What follows belongs to an exercise in optimizing a design on an open flow for small area; a production flow would make more cautious choices. Function was checked by simulation only, so behaviour that the tests miss may differ from the original. No activity file was given, so power comes from the tool's default toggle rates. The clock port is modelled as an ideal driver; clocking choices that lean on that would not hold on a real chip.

`flow/config.mk`:
```
export PLATFORM = sky130hd
export DESIGN_NAME = SCALER_TOPv2
export DESIGN_NICKNAME = SCALER_TOPv2
export VERILOG_FILES = /design/flow/design.v
export SDC_FILE = /design/flow/constraint.sdc
export NUM_CORES = 4
export LEC_CHECK = 0
export CAP_MARGIN = 20
export CORE_MARGIN = 2
export CORE_UTILIZATION = 60
export CTS_BUF_LIST = sky130_fd_sc_hd__clkbuf_16
export CTS_CLUSTER_DIAMETER = 60
export CTS_CLUSTER_SIZE = 24
export PLACE_DENSITY = 0.75
export SLEW_MARGIN = 20
```
`flow/constraint.sdc`:
```
create_clock -name core_clock -period 10.0 [get_ports {clk33_i}]
set_input_delay 2.0000 -clock core_clock [delete_from_list [all_inputs] [get_ports {clk33_i}]]
set_output_delay 2.0000 -clock core_clock [all_outputs]
set_load 0.01 [all_outputs]
```
`flow/flow/run.sh`:
```
#!/bin/bash
# The standard layout (standard.sh), with these changes:
#  - synthesis maps the logic with flow/abc_speed.script (area-oriented
#    mapping with relaxed delay, no buffering; the layout buffers later) and
#    without the half/full-adder extraction step (ADDER_MAP_FILE empty), so
#    abc maps the counters' adders together with their clears. Registers
#    are mapped before abc, so they are the standard synthesis's;
#  - port buffers are buf_1;
#  - the clock tree is built without dummy loads.
set -e
here=$(pwd)
rm -rf scripts_mod
cp -r "$FLOW_HOME/scripts" scripts_mod
cp flow/abc_speed.script scripts_mod/abc_speed.script
export SCRIPTS_DIR="$here/scripts_mod"
export ADDER_MAP_FILE=
export BUFFER_PORTS_ARGS="-buffer_cell sky130_fd_sc_hd__buf_1"
export CTS_ARGS="-sink_clustering_enable -repair_clock_nets -dont_use_dummy_load -buf_list sky130_fd_sc_hd__clkbuf_16 -sink_clustering_size 28 -sink_clustering_max_diameter 70"
bash standard.sh finish > standard.log 2>&1
```
`flow/design.v`:
```
`timescale 1ns / 1ps
module SCALER_CLOCK_v2(
		input clk33_i,
		input rst_i,
		output khz_clk_o
    );
	localparam [15:0] MATCH = 33333;
	reg [15:0] counter;
	reg khz_clk;
	always @(posedge clk33_i) begin
		if (rst_i) begin
			counter <= {16{1'b0}};
			khz_clk <= 1'b0;
		end else begin
			if (khz_clk) counter <= {16{1'b0}};
			else counter <= counter + 1;
			khz_clk <= (counter == MATCH);
		end
	end
	assign khz_clk_o = khz_clk;
endmodule
`timescale 1ns / 1ps
module ANITA3_scaler(
		clk_i,
		rst_i,
		pps_i,
		count_i,
		scaler_o
    );
	parameter WIDTH = 8;
	parameter PRESCALE = 0;
	input clk_i;
	input rst_i;
	input pps_i;
	input count_i;
	output [WIDTH-1:0] scaler_o;
	reg [WIDTH+PRESCALE-1:0] counter;
	wire [WIDTH+PRESCALE:0] counter_plus_one = counter + 1;
	reg [WIDTH-1:0] scaler;
	always @(posedge clk_i) begin
		if (rst_i) begin
			counter <= {WIDTH+PRESCALE{1'b0}};
			scaler <= {WIDTH{1'b0}};
		end else begin
			if (pps_i) counter <= {WIDTH+PRESCALE{1'b0}};
			else if (count_i && !counter_plus_one[WIDTH+PRESCALE]) counter <= counter_plus_one;
			if (pps_i) scaler <= counter[PRESCALE +: WIDTH];
		end
	end
	assign scaler_o = scaler;
endmodule
`timescale 1ns / 1ps
module SCALER_TOPv2(
		input clk33_i,
		input rst_i,
		input [16:0] scal_i,
		input [4:0] scal_addr_i,
		input scal_rd_i,
		output [15:0] scal_dat_o,
		output [15:0] refpulse_cnt_o
    );
	localparam [15:0] MATCH = 33333;
	reg [15:0] tcnt;
	reg tick;
	always @(posedge clk33_i) begin
		if (rst_i) begin
			tcnt <= {16{1'b0}};
			tick <= 1'b0;
		end else begin
			if (tick) tcnt <= {16{1'b0}};
			else tcnt <= tcnt + 1;
			tick <= (tcnt == MATCH);
		end
	end
	wire pre_tick = (tcnt == MATCH);         
	wire at_e34 = (tcnt == 16'd32);
	wire at_e35 = (tcnt == 16'd33);
	reg reading;
	reg maybe_reading_too_slow;
	always @(posedge clk33_i) begin
		if (rst_i) begin
			reading <= 1'b0;
			maybe_reading_too_slow <= 1'b0;
		end else begin
			if ((scal_addr_i == {5{1'b0}}) && scal_rd_i)
				reading <= 1;
			else if ((scal_addr_i == {5{1'b1}}) && scal_rd_i)
				reading <= 0;
			else if (tick && maybe_reading_too_slow)
				reading <= 0;
			if (!reading) maybe_reading_too_slow <= 0;
			else if (tick && reading) maybe_reading_too_slow <= 1;
		end
	end
	reg swap;
	always @(posedge clk33_i) swap <= at_e34 && !reading;
	reg rp0;
	always @(posedge clk33_i) begin
		if (rst_i) rp0 <= 1'b0;
		else rp0 <= scal_i[0];
	end
	wire [32:0] cin;
	genvar k;
	generate
		for (k=0;k<16;k=k+1) begin : IN
			assign cin[k] = scal_i[1 + ((k+4) % 16)];
			assign cin[16+k] = scal_i[0] & scal_i[1 + ((k+4) % 16)];
		end
	endgenerate
	assign cin[32] = scal_i[0] && !rp0;
	wire clr_hi = rst_i | at_e35;
	wire clr_lo_u = rst_i | tick;
	wire clr_lo_g = rst_i | pre_tick;
	reg [15:0] rbuf [31:0];
	reg [15:0] rp_buf;
	generate
		for (k=0;k<33;k=k+1) begin : CNT
			wire grp_g = (k >= 16);
			wire clr_lo = grp_g ? clr_lo_g : clr_lo_u;
			wire snap = grp_g ? pre_tick : tick;
			reg [15:0] c;
			reg [5:0] hold;
			wire [16:0] t;
			assign t[0] = cin[k];
			genvar i;
			for (i=0;i<16;i=i+1) begin : B
				if (i == 5) begin : C5
					assign t[i+1] = t[i] & c[i] & !clr_lo;
				end else begin : CI
					assign t[i+1] = t[i] & c[i];
				end
				wire clr = (i < 6) ? clr_lo : clr_hi;
				if (k == 32 && i == 15) begin : Z
					always @(posedge clk33_i) c[i] <= 1'b0;
				end else begin : U
					always @(posedge clk33_i) c[i] <= !clr & (c[i] ^ t[i]);
				end
			end
			always @(posedge clk33_i)
				if (snap) hold <= c[5:0];
			wire [9:0] hi = c[15:6];
			if (k < 32) begin : RB
				always @(posedge clk33_i)
					if (swap) rbuf[k] <= {hi, hold};
			end else begin : RP
				always @(posedge clk33_i)
					if (swap) rp_buf <= {hi, hold};
			end
		end
	endgenerate
	reg [4:0] addr_q;
	always @(posedge clk33_i) addr_q <= scal_addr_i;
	assign scal_dat_o = rbuf[addr_q];
	assign refpulse_cnt_o = rp_buf;
endmodule
```
`flow/standard.sh`:
```
#!/bin/bash
# synth_recipe.tcl (not shown) runs the flow's synth.tcl, then flattens the netlist and writes it again
# the make line also repeats each setting of config.mk as NAME=value (left out here)
make -C /OpenROAD-flow-scripts/flow DESIGN_CONFIG=/design/flow/config.mk WORK_HOME=/design/flow/orfs CLKGATE_MAP_FILE= SYNTH_SCRIPT=/design/flow/synth_recipe.tcl "${@:-finish}"
```
`flow/flow/abc_speed.script`:
```
&get -n
&st
&dch -f
&nf -R 1000 -F 8 -A 4 -a
&put
topo
dnsize -c
```
==> results of run 1 <==
==> worst paths after layout <==
path / startpoint / to / depth (start not counted)
setup / recovery: addr_q[4] / scal_dat_o[4] / 7
hold / removal: CNT[4].hold[1] / rbuf[4][1] / 0
setup reg to reg: tcnt[12] / CNT[28].c[13] / 7
hold reg to reg: CNT[4].hold[1] / rbuf[4][1] / 0
==> per-layer routing <==
layer / vias up / track usage [%] / share of wire [%]
met5: - / 0 / 0
met4: 0 / 5.55 / 2.0
met3: 109 / 2.82 / 6.7
met2: 836 / 39.5 / 49
met1: 12828 / 34.0 / 43
li1: 12384 / - / -
==> sequential cells by signal (all words and copies together), names as in the netlist <==
signal	cells
tick	1
maybe_reading_too_slow	1
rbuf	512
CNT.c	527
swap	1
rp_buf	15
addr_q	5
rp0	1
reading	1
CNT.hold	198
tcnt	16
==> final cells by class <==
| class | count | area, sq um | share of cell area, % |
|---|---|---|---|
| multi-input cells | 1817 | 10500 | 22.6 |
| inverters | 1 | 3.75 | 0.00809 |
| repair buffers | 94 | 524 | 1.13 |
| well taps | 950 | 1190 | 2.56 |
| flip-flops and latches | 1278 | 32800 | 70.8 |
| clock buffers | 54 | 1350 | 2.91 |
==> cells in the mapped netlist, drive strengths merged <==
cell type,n,area [sq um]
or2,3,18.8
nand4b,1,8.76
o21ai,248,1240
nand2,37,139
nand2b,5,31.3
xor2,18,158
o211a,1,10.0
a22o,13,114
nor2,154,578
nor3,248,1240
nand3,32,160
a221oi,16,140
nand3b,1,7.51
a21oi,419,2100
buf,1,7.51
a221o,4,40.0
edfxtp,725,21800
nor3b,17,128
and2,101,632
and3,232,1450
nor4,9,56.3
o21a,3,22.5
nor2b,6,37.5
a22oi,85,638
dfxtp,553,11100
nand4,45,282
or3,3,18.8
conb,1,3.75
xnor2,18,158
nor4b,2,17.5
clkinv,1,3.75
o211ai,1,7.51
a222oi,74,741
a211oi,5,37.5
o22a,15,131
==> through the flow <==
stage / area (sq um) / util [%] / hold slack (ns) / power, mW / std cells
finish: 46400 / 65.0 / 0.411 / 8.11 / 4194
CTS: 46400 / 65.0 / 0.415 / 8.14 / 4194
floorplan: 43200 / - / 0.400 / 5.72 / 3097
global route: 46400 / 65.0 / 0.409 / 8.32 / 4194
global placement: 45000 / 63.1 / 0.400 / 5.79 / 4140
detailed placement: 45000 / 63.1 / 0.405 / 5.80 / 4140
==> cell families (layout without fill, tap and decap cells) <==
logic type / Yosys count / in the layout / share of synthesized area [%]
flops: 1278 / 1278 / 76.0
other cells: 1 / 1 / 0.00868
simple gates: 896 / 896 / 11.1
xor+xnor: 36 / 36 / 0.730
compound gates: 884 / 884 / 12.1
buf+inv: 2 / 149 / 0.0261
==> layout by cell type, fill, tap and decap left out, types with 4 or more instances in the layout <==
cell and instances:
nor2b_1 6, nand2b_1 5, a222oi_1 74, a21oi_1 419
nor3b_1 17, a22o_1 13, a221o_1 4, nand3_1 32
xor2_1 18, xnor2_1 18, dfxtp_1 551, a211oi_1 5
nand2_1 37, a221oi_1 16, a22oi_1 85, buf_1 55
and2_0 101, nor3_1 238, and3_1 232, o21ai_0 248
nor3_2 10, buf_4 37, nor4_1 5, nand4_1 45
o22a_1 15, clkbuf_16 54, edfxtp_1 725, nor2_1 151
==> power by group through the flow <==
stage	Clock (mW)	Sequential (mW)	Combinational, mW
2_1_floorplan	0	5.65	0.0739
3_3_place_gp	0	5.65	0.143
3_5_place_dp	0	5.65	0.147
4_1_cts	2.46	5.53	0.148
5_1_grt	2.63	5.54	0.159
6_report	2.42	5.53	0.149
==> key figures, run 1 <==
Detailed routing
  – Final ANT Viol Nets: 0
  – Final wirelength: ~90,000 um
  – Routed WL per cell: 21.3 um
  – # DRC: 0
  – Routed vias: 26,157
  – DR pass1 iterations: 8
  – Initial drt markers: 3,110
  – Via/cell ratio: 6.24

Critical path
  – Reg2reg setup slack: between 5 and 6 ns
  – CP max FO: 26
  – Crit path arrival time: 3.98 ns
  – Critical path type: flop to output pin
  – Crit-path cells: and3_1 > a221oi_1 > nand4_1 > nor2_1 > nand3_1 > o22a_1 > buf_1
  – Startpoint Class: flop
  – Slowest stage delay, CP: ~1.1 ns
  – Slowest-stage cell, CP: and3_1
  – Req. time, crit path: 8.00 ns
  – CP top delay family: simple AND/OR/NAND/NOR gates
  – CP endpoint kind: output pin
  – Worst Path Buf+Inv: 1

Yosys
  – Post-synthesis cell type count: 35
  – Seq/Total Area, Yosys: about three quarters
  – Syn Inst Count: 3,097
  – Syn nets: 3,122
  – Yosys reg bits: about 1,300
  – Mapped Area: 43,200 sq um
  – Syn_area_per_cell: between 10 and 15 sq um
  – Warnings from Yosys: 2

GRT
  – GRT Resource Usage Total: roughly a quarter
  – Largest net degree at the start of global routing: 157
  – Initial antenna violation count: 0
  – Global-route wire length before repair: 138,000 um
  – Vias in the first global route: 25,019
  – Overflow after GRT: 0

Power
  – Clock share of power: 29.9%
  – Maximum vdd drop: 0.143 mV
  – Sw Share: 19.6%
  – Combinational power share: 1.8%
  – Net Switching: around 1.6 mW
  – Int Power: 6.52 mW
  – Leak pwr: between 15 and 20 nW
  – Sequential share of power: around 68%
  – Cell Pwr Density: ~170 nW/um^2

Timing
  – Fmax: 167 MHz
  – RSZ-0062 raised after global routing: no
  – Fin. Hold Viols: 0
  – Relative slew slack: 20.2%
  – Worst-margin pin slew: approximately 1.2 ns
  – Final TNS setup: 0 ns
  – Final setup fails: 0
  – Period utilization: 59.8%
  – Final min period: 5.98 ns
  – Clock Skew: 0.0515 ns
  – Final worst setup slack: 4.02 ns
  – Slew Limit Fails: 0

Hold path
  – Worst min path class: flop to flop

Clock network
  – Clock-pin transition on the worst setup and hold timing paths: 0.10 ns
  – CTS Sinks: 1,278
  – Setup repair bufs after CTS: 0
  – CTS Root Cell: clkbuf_16
  – H-tree lvl count: 2
  – Cts repair resizes: 0
  – Cts hold-fix bufs: 0
  – Clk buf depth: 3
  – Clock latency on the worst-skew pair: 0.65 ns
  – TritonCTS buffer count: 54
  – CTS tree: yes

Floorplanning
  – Die height: approximately 270 um
  – Ports: 57
  – Core area: roughly 71,000 sq um
  – Die footprint: about 74,000 sq um
  – Initial cell density of the core: 60.5%
  – Die width: roughly 270 um
  – Std-Cell Rows: 98

Finish
  – Layout cells sized above 1: 3.55%
  – Antenna diodes: 0
  – Area Overhead vs Synth: 7.36%
  – Final #Nets: 3,271
  – Fill cells: 5,100

Placement
  – GP Congestion: 0.857
  – Quantity of I/O buffers inserted on ports: 55
  – Post-Place Setup Slack: 4.69 ns
  – Post-DP HPWL: 58,600 um

Outcome
  – Outcome: complete, no violations

Run
  – Max Cap Viol: 0
==> run 2, diff against run 1 <==
==> flow/config.mk (replaced) <==
export PLATFORM = sky130hd
export DESIGN_NAME = SCALER_TOPv2
export DESIGN_NICKNAME = SCALER_TOPv2
export VERILOG_FILES = /design/flow/design.v
export SDC_FILE = /design/flow/constraint.sdc
export NUM_CORES = 4
export LEC_CHECK = 0
export CAP_MARGIN = 5
export CORE_MARGIN = 2
export CORE_UTILIZATION = 60
export PLACE_DENSITY = 0.75
export SLEW_MARGIN = 5
==> key figures, run 2 <==
Critical path
  – CP top delay family: simple AND/OR/NAND/NOR gates
  – WP depth: 7
  – CP max FO: 26
  – Crit-path cells: and3_1 > a221oi_1 > nand4_1 > nor2_1 > nand3_1 > o22a_1 > buf_1
  – Slowest stage delay, CP: 1.09 ns
  – Req. time, crit path: 8.00 ns
  – FF-to-FF path depth: 7
  – Crit path arrival time: 3.98 ns
  – Startpoint Class: flop
  – Slowest-stage cell, CP: and3_1
  – Critical path type: flop to output pin
  – CP endpoint kind: output pin
  – Worst Path Buf+Inv: 1

Yosys
  – Warnings from Yosys: 2
  – Commonest cells in the netlist: 725 x edfxtp_1, 553 x dfxtp_1, 419 x a21oi_1, 248 x nor3_1, 248 x o21ai_0
  – Seq/Total Area, Yosys: 76.0%
  – Yosys reg bits: 1,278
  – Syn_area_per_cell: around 14 sq um
  – Syn Inst Count: between 3,000 and 4,000
  – Synth area leader: edfxtp_1
  – EDFF count, synth: 725
  – Post-synth top area share: around half
  – Area contributors post-synth: edfxtp_1 50%, dfxtp_1 26%, a21oi_1 4.9%
  – Post-synthesis cell type count: 35
  – Count leader, synth: edfxtp_1
  – Fraction of registers with async set/reset: 0%
  – Top_reg_cell synth: edfxtp_1
  – Syn nets: 3,122
  – Mapped Area: 43,200 sq um

Detailed routing
  – Via/cell ratio: between 6 and 7
  – Routed vias: 26,154
  – Final wirelength: between 80,000 and 90,000 um
  – Routed WL per cell: about 21 um
  – Initial drt markers: 3,110
  – # DRC: 0
  – DR pass1 iterations: 9
  – Final ANT Viol Nets: 0

Floorplanning
  – Die height: 272 um
  – Initial cell density of the core: 60.5%
  – Ports: 57
  – Die width: 272 um
  – Die footprint: ~74,000 sq um
  – Core area: 71,400 sq um
  – Std-Cell Rows: approximately 100

Power
  – Cell Pwr Density: 175 nW/um^2
  – Total power: about 8.1 mW
  – Leak pwr: 16.8 nW
  – Maximum vdd drop: 0.143 mV

Outcome
  – Outcome: complete, no violations

Timing
  – Final TNS setup: 0 ns
  – Worst-margin pin slew: between 1 and 1.5 ns
  – Fmax: 167 MHz
  – Relative slew slack: between 20 and 25%
  – Fin. Hold Viols: 0
  – Slew Limit Fails: 0
  – Period utilization: 59.8%
  – Clock Skew: 0.0514 ns
  – WHS: 0.411 ns
  – Final min period: 5.98 ns
  – RSZ-0062 raised after global routing: no
  – Final setup fails: 0
  – Final worst setup slack: 4.02 ns

Clock network
  – CTS Sinks: 1,278
  – Cts repair resizes: 0
  – CTS Root Cell: clkbuf_16
  – Clock-pin transition on the worst setup and hold timing paths: 0.10 ns
  – Cts hold-fix bufs: 0
  – CTS tree: yes
  – H-tree lvl count: 2
  – Clk buf depth: 3
  – Clock latency on the worst-skew pair: 0.65 ns
  – Setup repair bufs after CTS: 0
  – TritonCTS buffer count: 54

GRT
  – GRT Resource Usage Total: 23.8%
  – Largest net degree at the start of global routing: 157
  – Global-route wire length before repair: approximately 140,000 um
  – Initial antenna violation count: 0
  – Overflow after GRT: 0
  – Vias in the first global route: 25,019

Finish
  – Multi-input logic area: 10,500 sq um
  – Final #Nets: ~3,300
  – Storage cell area: 32,800 sq um
  – Layout cells sized above 1: 3.55%
  – Reg with most FFs: CNT.c
  – Finished Core Util: 65.0%
  – Max reg flops: 527
  – Commonest cells after routing, fill and taps aside: 725 x edfxtp_1, 551 x dfxtp_1, 419 x a21oi_1, 248 x o21ai_0, 238 x nor3_1
  – Regs by FF count: CNT.c (527), rbuf (512), CNT.hold (198)
  – Most common cell after layout, fill and taps aside: edfxtp_1
  – Count of non-filler cells in the finished layout: 4,194
  – Final Cell Area: 46,400 sq um
  – Antenna diodes: 0
  – Fill cells: approximately 5,100
  – Area Overhead vs Synth: 7.35%

Run
  – Max Cap Viol: 0

Placement
  – Post-DP HPWL: 58,600 um
  – GP Congestion: 0.857
  – Post-Place Setup Slack: 4.69 ns
  – Post-placement cell count: 4,140
  – Placed cell areas: 45,000 sq um
  – Quantity of I/O buffers inserted on ports: 55

Hold path
  – Worst min path class: flop to flop
  – Hold Crit Depth: 0
## run 2: changes by cell type in the layout (fill, tap and decap cells not counted)
cell / previous run / this run
or2_2: 0 / 1
or2_4: 3 / 2
## run 2: cells by family after synthesis
| kind of cell | after synthesis | share of synthesized area, % |
|---|---|---|
| other | 1 | 0.00868 |
| buffers and inverters | 2 | 0.0261 |
| AND/OR/NAND/NOR | 896 | 11.1 |
| XOR/XNOR | 36 | 0.730 |
| flip-flops | 1278 | 76.0 |
| AO/OA/AOI/OAI | 884 | 12.1 |
## run 2: worst register-to-register path, stage by stage (launching register included)
cell and delay (ns):
dfxtp_1 0.35, nor4_1 0.40, nand3_1 0.18, nor4_1 0.86
or2_4 0.57, buf_4 0.78, buf_4 0.78, nor3_1 0.21
## run 2: layout make-up
cell class              count  area share (%)
well taps                 950            2.56
flip-flops and latches   1278            70.8
clock buffers              54            2.91
multi-input cells        1817            22.6
repair buffers             94            1.13
inverters                   1         0.00809
## run 2: per-layer routing
metal,track usage (%),vias up,part of all wire (%)
met5,0,-,0
met4,5.55,0,2.0
met3,2.82,107,6.7
met2,39.5,844,48
met1,34.0,12819,43
li1,-,12384,-
## run 2: where the power goes
part | internal (mW) | leakage [nW] | switching, mW
clock | 0.968 | 0.665 | 1.46
sequential | 5.51 | 12.0 | 0.0207
combinational | 0.0368 | 4.15 | 0.111
total | 6.52 | 16.8 | 1.59
## run 2: path summary, 6_finish.rpt
kind / endpoint / from / slack [ns]
hold / removal: rbuf[4][1] / CNT[4].hold[1] / 0.41
setup reg to reg: CNT[28].c[13] / tcnt[12] / 5.76
hold reg to reg: rbuf[4][1] / CNT[4].hold[1] / 0.41
setup / recovery: scal_dat_o[4] / addr_q[4] / 4.02
==> run 3, diff against run 2 <==
--- a/flow/flow/run.sh
+++ b/flow/flow/run.sh
@@ -15,5 +15,5 @@
 export SCRIPTS_DIR="$here/scripts_mod"
 export ADDER_MAP_FILE=
 export BUFFER_PORTS_ARGS="-buffer_cell sky130_fd_sc_hd__buf_1"
-export CTS_ARGS="-sink_clustering_enable -repair_clock_nets -dont_use_dummy_load -buf_list sky130_fd_sc_hd__clkbuf_16 -sink_clustering_size 28 -sink_clustering_max_diameter 70"
+export CTS_ARGS="-sink_clustering_enable -repair_clock_nets -dont_use_dummy_load -buf_list sky130_fd_sc_hd__clkbuf_16 -sink_clustering_size 32 -sink_clustering_max_diameter 60"
 bash standard.sh finish > standard.log 2>&1
==> flow/config.mk (replaced) <==
export PLATFORM = sky130hd
export DESIGN_NAME = SCALER_TOPv2
export DESIGN_NICKNAME = SCALER_TOPv2
export VERILOG_FILES = /design/flow/design.v
export SDC_FILE = /design/flow/constraint.sdc
export NUM_CORES = 4
export LEC_CHECK = 0
export CAP_MARGIN = 20
export CORE_MARGIN = 2
export CORE_UTILIZATION = 75
export PLACE_DENSITY = 0.85
export SLEW_MARGIN = 20
==> key figures, run 3 <==
Outcome
  – Outcome: complete, no violations

Floorplanning
  – Die width: 244 um
  – Die height: around 240 um
  – Std-Cell Rows: 87
  – Core area: 56,700 sq um
  – Die footprint: 59,500 sq um
  – Initial cell density of the core: 76.2%
  – Ports: 57

Yosys
  – Synth area leader: edfxtp_1
  – Post-synth top area share: about 50%
  – Seq/Total Area, Yosys: 76.0%
  – Syn nets: between 3,000 and 4,000
  – Top_reg_cell synth: edfxtp_1
  – Fraction of registers with async set/reset: 0%
  – Syn_area_per_cell: about 14 sq um
  – Warnings from Yosys: 2
  – EDFF count, synth: 725
  – Commonest cells in the netlist: 725 x edfxtp_1, 553 x dfxtp_1, 419 x a21oi_1, 248 x nor3_1, 248 x o21ai_0
  – Syn Inst Count: 3,097
  – Post-synthesis cell type count: 35
  – Yosys reg bits: 1,278
  – Count leader, synth: edfxtp_1
  – Mapped Area: 43,200 sq um
  – Area contributors post-synth: edfxtp_1 50%, dfxtp_1 26%, a21oi_1 4.9%

Finish
  – Most common cell after layout, fill and taps aside: edfxtp_1
  – Storage cell area: 32,800 sq um
  – Final Cell Area: about 46,000 sq um
  – Fill cells: 2,983
  – Reg with most FFs: CNT.c
  – Max reg flops: 527
  – Commonest cells after routing, fill and taps aside: 725 x edfxtp_1, 551 x dfxtp_1, 419 x a21oi_1, 248 x o21ai_0, 238 x nor3_1
  – Multi-input logic area: about 10,000 sq um
  – Layout cells sized above 1: 3.48%
  – Count of non-filler cells in the finished layout: around 4,000
  – Regs by FF count: CNT.c (527), rbuf (512), CNT.hold (198)
  – Area Overhead vs Synth: 6.86%
  – Final #Nets: 3,270
  – Antenna diodes: 0

Detailed routing
  – Routed vias: 27,033
  – Routed WL per cell: 23.0 um
  – # DRC: 0
  – Initial drt markers: 3,163
  – Final wirelength: 92,100 um
  – Via/cell ratio: a little under 7
  – Final ANT Viol Nets: 0
  – DR pass1 iterations: 8

Timing
  – Period utilization: about three fifths
  – Relative slew slack: between 20% and 30%
  – Slew Limit Fails: 0
  – Fmax: between 150 and 200 MHz
  – Final setup fails: 0
  – Final worst setup slack: between 3 and 4 ns
  – WHS: 0.391 ns
  – Final min period: 6.05 ns
  – RSZ-0062 raised after global routing: no
  – Final TNS setup: 0 ns
  – Fin. Hold Viols: 0
  – Worst-margin pin slew: 1.14 ns
  – Clock Skew: between 0.06 and 0.07 ns

GRT
  – GRT Resource Usage Total: 30.9%
  – Overflow after GRT: 0
  – Initial antenna violation count: 0
  – Vias in the first global route: approximately 27,000
  – Largest net degree at the start of global routing: 193
  – Global-route wire length before repair: 143,000 um

Clock network
  – Cts repair resizes: 0
  – CTS Root Cell: clkbuf_16
  – H-tree lvl count: 2
  – Clk buf depth: 3
  – TritonCTS buffer count: 56
  – Setup repair bufs after CTS: 0
  – Clock-pin transition on the worst setup and hold timing paths: 0.11 ns
  – CTS Sinks: 1,278
  – CTS tree: yes
  – Clock latency on the worst-skew pair: 0.67 ns
  – Cts hold-fix bufs: 0

Critical path
  – Reg2reg setup slack: 6.04 ns
  – FF-to-FF path depth: 10
  – Crit path arrival time: roughly 4 ns
  – CP max FO: 26
  – Req. time, crit path: about 8.0 ns
  – Reg2reg end: CNT[6].c[15]
  – Critical path type: flop to output pin
  – CP endpoint kind: output pin
  – R2r startpoint: tick
  – Critical path endpoint: scal_dat_o[3]
  – Startpoint Class: flop
  – CP startpoint: addr_q[4]

Placement
  – Post-placement cell count: 3,943
  – Quantity of I/O buffers inserted on ports: 55
  – Post-Place Setup Slack: 4.36 ns
  – GP Congestion: 0.951
  – Post-DP HPWL: ~60,000 um
  – Placed cell areas: 44,800 sq um

Run
  – Max Cap Viol: 0

Hold path
  – Hold Crit Depth: 0
  – Worst min path class: flop to flop

Power
  – Cell Pwr Density: 176 nW/um^2
  – Leak pwr: ~17 nW
  – Maximum vdd drop: 0.168 mV
==> run 3: cell counts after synthesis <==
No cell type changed its count.
==> run 3: cells by family after synthesis <==
family / Yosys count / share of synthesized area [%]
other: 1 / 0.00868
flip-flops: 1278 / 76.0
AO/OA/AOI/OAI: 884 / 12.1
buffers and inverters: 2 / 0.0261
XOR/XNOR: 36 / 0.730
AND/OR/NAND/NOR: 896 / 11.1
==> run 3: report_power, final <==
group	internal, mW	switching, mW	leakage (nW)	total, mW
Sequential	5.51	0.0209	12.0	5.53
Clock	1.00	1.46	0.690	2.46
Combinational	0.0363	0.111	4.13	0.148
==> run 3: per-stage QoR <==
step	power [mW]	util [%]
5_1_grt	8.33	81.4
6_report	8.14	81.4
3_3_place_gp	5.79	78.9
2_1_floorplan	5.72	-
4_1_cts	8.16	81.4
3_5_place_dp	5.80	78.9
==> run 3: metal layers <==
metal / global-route usage [%] / vias to the layer above / share of wire, %
li1: - / 12350 / -
met1: 43.2 / 13233 / 40
met2: 50.3 / 1222 / 48
met3: 3.75 / 228 / 8.0
met4: 12.5 / 0 / 4.1
met5: 0 / - / 0
==> run 3: layout make-up <==
type	instances	area share (%)
Clock buffer	56	3.04
Inverter	1	0.00813
Multi-Input combinational cell	1817	22.6
Sequential cell	1278	71.2
Tap cell	756	2.05
Timing Repair Buffer	91	1.10
==> run 3: worst min-delay path by stage <==
stage | start | endpoint | slack [ns]
floorplan | CNT[0].hold[0] | rbuf[0][0] | 0.40
global placement | CNT[13].hold[3] | rbuf[13][3] | 0.40
detailed placement | CNT[12].hold[1] | rbuf[12][1] | 0.40
CTS | CNT[19].hold[4] | rbuf[19][4] | 0.37
global route | CNT[19].hold[4] | rbuf[19][4] | 0.40
finish | CNT[19].hold[4] | rbuf[19][4] | 0.39
==> run 3: worst max-delay path: stages, from the launching register on <==
cell	delay, ns
dfxtp_1	0.98
or3_1	0.28
nor2_1	0.07
buf_4	0.22
a222oi_1	0.38
nand4_1	0.15
a211oi_1	0.52
nand4_1	0.35
o22a_1	0.32
buf_1	0.15
==> run 4, diff against run 3 <==
--- a/flow/flow/run.sh
+++ b/flow/flow/run.sh
@@ -15,5 +15,5 @@
 export SCRIPTS_DIR="$here/scripts_mod"
 export ADDER_MAP_FILE=
 export BUFFER_PORTS_ARGS="-buffer_cell sky130_fd_sc_hd__buf_1"
-export CTS_ARGS="-sink_clustering_enable -repair_clock_nets -dont_use_dummy_load -buf_list sky130_fd_sc_hd__clkbuf_16 -sink_clustering_size 32 -sink_clustering_max_diameter 60"
+export CTS_ARGS="-sink_clustering_enable -repair_clock_nets -dont_use_dummy_load -buf_list sky130_fd_sc_hd__clkbuf_16 -sink_clustering_size 32 -sink_clustering_max_diameter 70"
 bash standard.sh finish > standard.log 2>&1
--- a/flow/config.mk
+++ b/flow/config.mk
@@ -7,6 +7,9 @@
 export LEC_CHECK = 0
 export CAP_MARGIN = 20
 export CORE_MARGIN = 2
-export CORE_UTILIZATION = 75
-export PLACE_DENSITY = 0.85
+export CORE_UTILIZATION = 60
+export CTS_BUF_LIST = sky130_fd_sc_hd__clkbuf_16
+export CTS_CLUSTER_DIAMETER = 60
+export CTS_CLUSTER_SIZE = 24
+export PLACE_DENSITY = 0.75
 export SLEW_MARGIN = 20
==> key figures, run 4 <==
Yosys
  – Warnings from Yosys: 2
  – Area contributors post-synth: edfxtp_1 50%, dfxtp_1 26%, a21oi_1 4.9%
  – Syn nets: 3,122
  – Post-synth top area share: 50.4%
  – Mapped Area: roughly 43,000 sq um
  – Syn_area_per_cell: 13.9 sq um
  – Post-synthesis cell type count: 35
  – Commonest cells in the netlist: 725 x edfxtp_1, 553 x dfxtp_1, 419 x a21oi_1, 248 x nor3_1, 248 x o21ai_0
  – Synth area leader: edfxtp_1
  – Fraction of registers with async set/reset: 0%
  – Count leader, synth: edfxtp_1
  – Seq/Total Area, Yosys: approximately 76%
  – Syn Inst Count: 3,097
  – EDFF count, synth: 725
  – Yosys reg bits: 1,278
  – Top_reg_cell synth: edfxtp_1

Finish
  – Area Overhead vs Synth: 7.18%
  – Count of non-filler cells in the finished layout: 4,191
  – Storage cell area: 32,800 sq um
  – Layout cells sized above 1: 3.46%
  – Reg with most FFs: CNT.c
  – Final #Nets: around 3,300
  – Max reg flops: 527
  – Antenna diodes: 0
  – Fill cells: between 5,000 and 6,000
  – Most common cell after layout, fill and taps aside: edfxtp_1
  – Regs by FF count: CNT.c (527), rbuf (512), CNT.hold (198)
  – Multi-input logic area: 10,500 sq um
  – Commonest cells after routing, fill and taps aside: 725 x edfxtp_1, 551 x dfxtp_1, 419 x a21oi_1, 248 x o21ai_0, 238 x nor3_1

Floorplanning
  – Die height: 272 um
  – Initial cell density of the core: roughly three fifths
  – Std-Cell Rows: 98
  – Core area: 71,400 sq um
  – Die width: 272 um
  – Die footprint: ~74,000 sq um
  – Ports: 57

GRT
  – Overflow after GRT: 0
  – Vias in the first global route: 24,908
  – Largest net degree at the start of global routing: approximately 160
  – Initial antenna violation count: 0
  – Global-route wire length before repair: roughly 140,000 um
  – GRT Resource Usage Total: approximately a quarter

Critical path
  – Worst Path Buf+Inv: 1
  – Slowest-stage cell, CP: and3_1
  – CP endpoint kind: output pin
  – CP top delay family: simple AND/OR/NAND/NOR gates
  – WP depth: 7
  – Critical path type: flop to output pin
  – Crit-path cells: and3_1 > a221oi_1 > nand4_1 > nor2_1 > nand3_1 > o22a_1 > buf_1
  – Slowest stage delay, CP: 1.05 ns
  – Crit path arrival time: about 4 ns
  – FF-to-FF path depth: 7
  – CP max FO: 26
  – Req. time, crit path: 8.00 ns
  – Startpoint Class: flop

Timing
  – Clock Skew: about 0.055 ns
  – Final worst setup slack: 4.03 ns
  – Final setup fails: 0
  – WHS: 0.381 ns
  – Slew Limit Fails: 0
  – Fmax: about 170 MHz
  – Final TNS setup: 0 ns
  – Final min period: approximately 6.0 ns
  – Fin. Hold Viols: 0
  – RSZ-0062 raised after global routing: no
  – Relative slew slack: 23.7%
  – Period utilization: 59.7%
  – Worst-margin pin slew: 1.14 ns

Clock network
  – Clk buf depth: 3
  – CTS Root Cell: clkbuf_16
  – H-tree lvl count: 2
  – TritonCTS buffer count: 51
  – Cts hold-fix bufs: 0
  – Clock-pin transition on the worst setup and hold timing paths: 0.11 ns
  – CTS Sinks: ~1,300
  – Setup repair bufs after CTS: 0
  – Clock latency on the worst-skew pair: 0.65 ns
  – Cts repair resizes: 0
  – CTS tree: yes

Power
  – Maximum vdd drop: 0.129 mV
  – Leak pwr: 16.8 nW
  – Cell Pwr Density: 174 nW/um^2

Detailed routing
  – # DRC: 0
  – Routed WL per cell: ~21 um
  – DR pass1 iterations: 10
  – Routed vias: 26,184
  – Final wirelength: just under 90,000 um
  – Via/cell ratio: 6.25
  – Final ANT Viol Nets: 0
  – Initial drt markers: 2,899

Placement
  – Post-Place Setup Slack: 4.69 ns
  – Quantity of I/O buffers inserted on ports: 55
  – GP Congestion: 0.857
  – Post-placement cell count: between 4,000 and 5,000
  – Post-DP HPWL: 58,600 um

Run
  – Max Cap Viol: 0

Hold path
  – Worst min path class: flop to flop
  – Hold Crit Depth: 0

Outcome
  – Outcome: complete, no violations
[run 4: kinds of logic (layout without fill, tap and decap cells)]
logic type                Yosys count  in the layout  synth area share (%)
DFF                              1278           1278                  76.0
and+or+nand+nor                   896            896                  11.1
AOI/OAI and AO/OA                 884            884                  12.1
xor gates and xnor gates           36             36                 0.730
buffers and inverters               2            146                0.0261
other                               1              1               0.00868
[run 4: cell type report]
| type | count | share of cell area, % |
|---|---|---|
| inverter | 1 | 0.00811 |
| clock buffer | 51 | 2.76 |
| tap | 950 | 2.57 |
| timing repair buffer | 94 | 1.13 |
| sequential | 1278 | 70.9 |
| multi-input combinational | 1817 | 22.6 |
[run 4: routing by layer]
metal,part of all wire (%),up-vias,global-route usage [%]
met5,0,-,0
met4,2.3,0,6.00
met3,6.7,121,2.75
met2,48,859,39.4
met1,43,12827,33.9
li1,-,12377,-
[run 4: worst paths after layout]
kind / start / end / slack (ns)
setup / recovery: addr_q[4] / scal_dat_o[4] / 4.03
hold / removal: CNT[17].hold[0] / rbuf[17][0] / 0.38
setup reg to reg: tcnt[12] / CNT[28].c[13] / 5.79
hold reg to reg: CNT[17].hold[0] / rbuf[17][0] / 0.38
[run 4: where the power goes]
part / total, mW / internal (mW) / switching, mW
Clock: 2.37 / 0.917 / 1.45
Combinational: 0.148 / 0.0369 / 0.111
Sequential: 5.53 / 5.51 / 0.0206
[run 4: metrics by stage]
| step | area [sq um] | utilization (%) | power [mW] |
|---|---|---|---|
| after floorplan | 43200 | - | 5.72 |
| after global placement | 45000 | 63.1 | 5.79 |
| after detailed placement | 45000 | 63.1 | 5.80 |
| after CTS | 46300 | 64.9 | 8.08 |
| after global routing | 46300 | 64.9 | 8.27 |
| final | 46300 | 64.9 | 8.05 |
==> run 5, diff against run 4 <==
--- a/flow/design.v
+++ b/flow/design.v
@@ -130,11 +130,7 @@
 					assign t[i+1] = t[i] & c[i];
 				end
 				wire clr = (i < 6) ? clr_lo : clr_hi;
-				if (k == 32 && i == 15) begin : Z
-					always @(posedge clk33_i) c[i] <= 1'b0;
-				end else begin : U
-					always @(posedge clk33_i) c[i] <= !clr & (c[i] ^ t[i]);
-				end
+				always @(posedge clk33_i) c[i] <= !clr & (c[i] ^ t[i]);
 			end
 			always @(posedge clk33_i)
 				if (snap) hold <= c[5:0];
==> key figures, run 5 <==
Hold path
  – Hold_sp: CNT[8].hold[2]
  – Worst min path class: flop to flop

Yosys
  – Mapped Area: between 40,000 and 50,000 sq um
  – Count leader, synth: edfxtp_1
  – Post-synthesis cell type count: 34
  – Synth Area in Simple Gates: 11.2%
  – Fraction of registers with async set/reset: 0%
  – Commonest cells in the netlist: 726 x edfxtp_1, 554 x dfxtp_1, 419 x a21oi_1, 253 x nor3_1, 249 x o21ai_0
  – Post-synthesis mux area share: 0%
  – Yosys reg bits: approximately 1,300
  – Post-synth top area share: 50.4%
  – EDFF count, synth: just over 700
  – Post-synthesis adder-cell area fraction: 0%
  – Top_reg_cell synth: edfxtp_1
  – Largest family of logic cells by synthesized area: compound AO/OA/AOI/OAI gates
  – Synth area leader: edfxtp_1
  – Seq/Total Area, Yosys: 76.0%
  – Area contributors post-synth: edfxtp_1 50%, dfxtp_1 26%, a21oi_1 4.8%
  – Warnings from Yosys: 2
  – Syn_area_per_cell: about 14 sq um
  – Syn nets: between 3,000 and 4,000
  – Post-synthesis compound-gate area fraction: 12.0%
  – Syn Inst Count: between 3,000 and 4,000
  – Area share of xor/xnor cells in the synthesized design: 0.709%

Finish
  – Final #Nets: roughly 3,300
  – Commonest cells after routing, fill and taps aside: 726 x edfxtp_1, 552 x dfxtp_1, 419 x a21oi_1, 249 x o21ai_0, 243 x nor3_1
  – Layout cells sized above 1: 3.44%
  – Final Cell Area: 46,400 sq um
  – Most common cell after layout, fill and taps aside: edfxtp_1
  – Reg with most FFs: CNT.c
  – Max reg flops: 528
  – Area Overhead vs Synth: 7.31%
  – Regs by FF count: CNT.c (528), rbuf (512), CNT.hold (198)

Floorplanning
  – Die footprint: between 70,000 and 80,000 sq um
  – Std-Cell Rows: 98
  – Initial cell density of the core: 60.5%
  – Ports: between 50 and 60
  – Core area: 71,500 sq um
  – Die height: 273 um
  – Die width: 273 um

Detailed routing
  – Via/cell ratio: about 6.4
  – Initial drt markers: 3,107
  – # DRC: 0
  – Final ANT Viol Nets: 0
  – Final wirelength: roughly 93,000 um
  – Routed vias: 26,717
  – DR pass1 iterations: 6
  – Routed WL per cell: between 20 and 25 um

Clock network
  – CTS Sinks: 1,280
  – Clock-pin transition on the worst setup and hold timing paths: between 0.1 and 0.15 ns
  – Cts repair resizes: 0
  – H-tree lvl count: 2
  – TritonCTS buffer count: 52
  – Clk buf depth: 3
  – CTS Root Cell: clkbuf_16
  – Setup repair bufs after CTS: 0
  – CTS tree: yes
  – Clock latency on the worst-skew pair: 0.67 ns
  – Cts hold-fix bufs: 0

Timing
  – Final setup fails: 0
  – Final worst setup slack: 3.89 ns
  – Final min period: between 6 and 7 ns
  – Relative slew slack: 24.4%
  – WHS: 0.399 ns
  – Fin. Hold Viols: 0
  – Slew Limit Fails: 0
  – Final TNS setup: 0 ns
  – Period utilization: 61.1%
  – Worst-margin pin slew: 1.13 ns
  – Clock Skew: 0.0899 ns
  – Fmax: about 160 MHz
  – RSZ-0062 raised after global routing: no

Critical path
  – CP max FO: 26
  – CP startpoint: addr_q[4]
  – Critical path type: flop to output pin
  – Slowest stage delay, CP: 0.99 ns
  – CP endpoint kind: output pin
  – Crit path arrival time: 4.11 ns
  – Reg2reg setup slack: roughly 6.1 ns
  – R2r startpoint: tcnt[6]
  – Startpoint Class: flop
  – Req. time, crit path: 8.00 ns
  – Crit-path cells: or3_1 > nor2_1 > buf_4 > a222oi_1 > clkinv_1 > a221oi_1 > nand4_1 > o22a_1 > buf_1
  – Slowest-stage cell, CP: dfxtp_1

Power
  – Total power: 8.08 mW
  – Cell Pwr Density: 174 nW/um^2
  – Maximum vdd drop: 0.160 mV
  – Leak pwr: 16.8 nW

Placement
  – Quantity of I/O buffers inserted on ports: 56
  – Placed cell areas: around 45,000 sq um
  – Post-DP HPWL: 60,400 um
  – GP Congestion: 0.852
  – Post-Place Setup Slack: approximately 4.6 ns

GRT
  – Overflow after GRT: 0
  – Global-route wire length before repair: 143,000 um
  – Vias in the first global route: 25,807
  – Largest net degree at the start of global routing: 162
  – GRT Resource Usage Total: 24.6%
  – Initial antenna violation count: 5

Run
  – Max Cap Viol: 0

Outcome
  – Outcome: complete, no violations
-- run 5: cell count changes after synthesis, sizes merged, moves of 3 or more --
cell,change
nand3,+3
nand4,-3
a221oi,+5
a211oi,-3
a22oi,-4
nand2,+5
nor3,+5
-- run 5: worst max-delay path: cells and delay by family, from the launching register on --
| family | cells | cell delay (ns) |
|---|---|---|
| buf+inv | 3 | 0.54 |
| flops | 1 | 0.99 |
| simple gates | 3 | 0.67 |
| compound gates | 3 | 1.29 |
-- run 5: final cells by class --
class | count | area [sq um]
inverters | 3 | 11.3
repair buffers | 94 | 536
flip-flops and latches | 1280 | 32900
well taps | 950 | 1190
multi-input cells | 1823 | 10500
diodes | 3 | 7.51
fillers | 5065 | 25100
clock buffers | 52 | 1300
-- run 5: worst paths after layout --
| check | cells after the start | endpoint |
|---|---|---|
| hold reg to reg | 0 | rbuf[8][2] |
| setup reg to reg | 13 | CNT[31].c[15] |
| setup / recovery | 9 | scal_dat_o[10] |
| hold / removal | 0 | rbuf[8][2] |
-- run 5: where the power goes --
part | internal [mW] | switching, mW
clock | 0.934 | 1.46
sequential | 5.52 | 0.0205
combinational | 0.0376 | 0.112
total | 6.49 | 1.59
-- run 5: through the flow --
step,cells,utilization (%)
finish,4205,64.9
global route,4202,64.9
CTS,4200,64.9
detailed placement,4148,63.0
global placement,4148,63.0
floorplan,3106,-
-- run 5: cells by family (layout without fill, tap and decap cells) --
logic type      count (synthesis)  count (layout)
buf+inv                         3             149
compound gates                883             883
other cells                     0               3
simple gates                  905             905
xor+xnor                       35              35
flops                        1280            1280
-- run 5: metal layers --
layer	global-route usage (%)	wire (um)	up-vias
met5	0	45	-
met4	8.10	2850	6
met3	3.30	7170	151
met2	41.4	45300	975
met1	33.5	37400	13174
li1	-	-	12411

## re-timing with driven ports
The flow's constraints put no driver on any port. The routed layouts listed below were extracted and timed again, unchanged, in two steps.
Step 1 sets driving cells, clkbuf_16 on the clock port and buf_2 on the other inputs (assumed; they add their load-dependent delay and slew).
Step 2 times the ports against the registers' clock, not the clock port: input delays grow and output delays shrink by t, the midpoint of the rising clock arrivals with the driver on.
Three values: ideal ports, drivers, drivers and shift; two values: the first two.
| run | t, ns | setup slack, ns | worst hold slack (ns) | slew at the worst register clock pin (ns) |
|---|---|---|---|---|
| run 1 | 0.687 | 4.017 / 3.952 / 4.639 | 0.411 / 0.411 / 0.411 | 0.11 / 0.11 |
| run 2 | 0.686 | 4.017 / 3.952 / 4.639 | 0.411 / 0.411 / 0.411 | 0.11 / 0.11 |
| run 3 | 0.709 | 3.951 / 3.884 / 4.299 | 0.391 / 0.391 / 0.391 | 0.12 / 0.12 |
| run 4 | 0.688 | 4.026 / 3.960 / 4.611 | 0.381 / 0.381 / 0.381 | 0.12 / 0.12 |
| run 5 | 0.691 | 3.893 / 3.826 / 4.516 | 0.399 / 0.399 / 0.399 | 0.11 / 0.11 |
After both steps setup and hold are still met in every run listed.
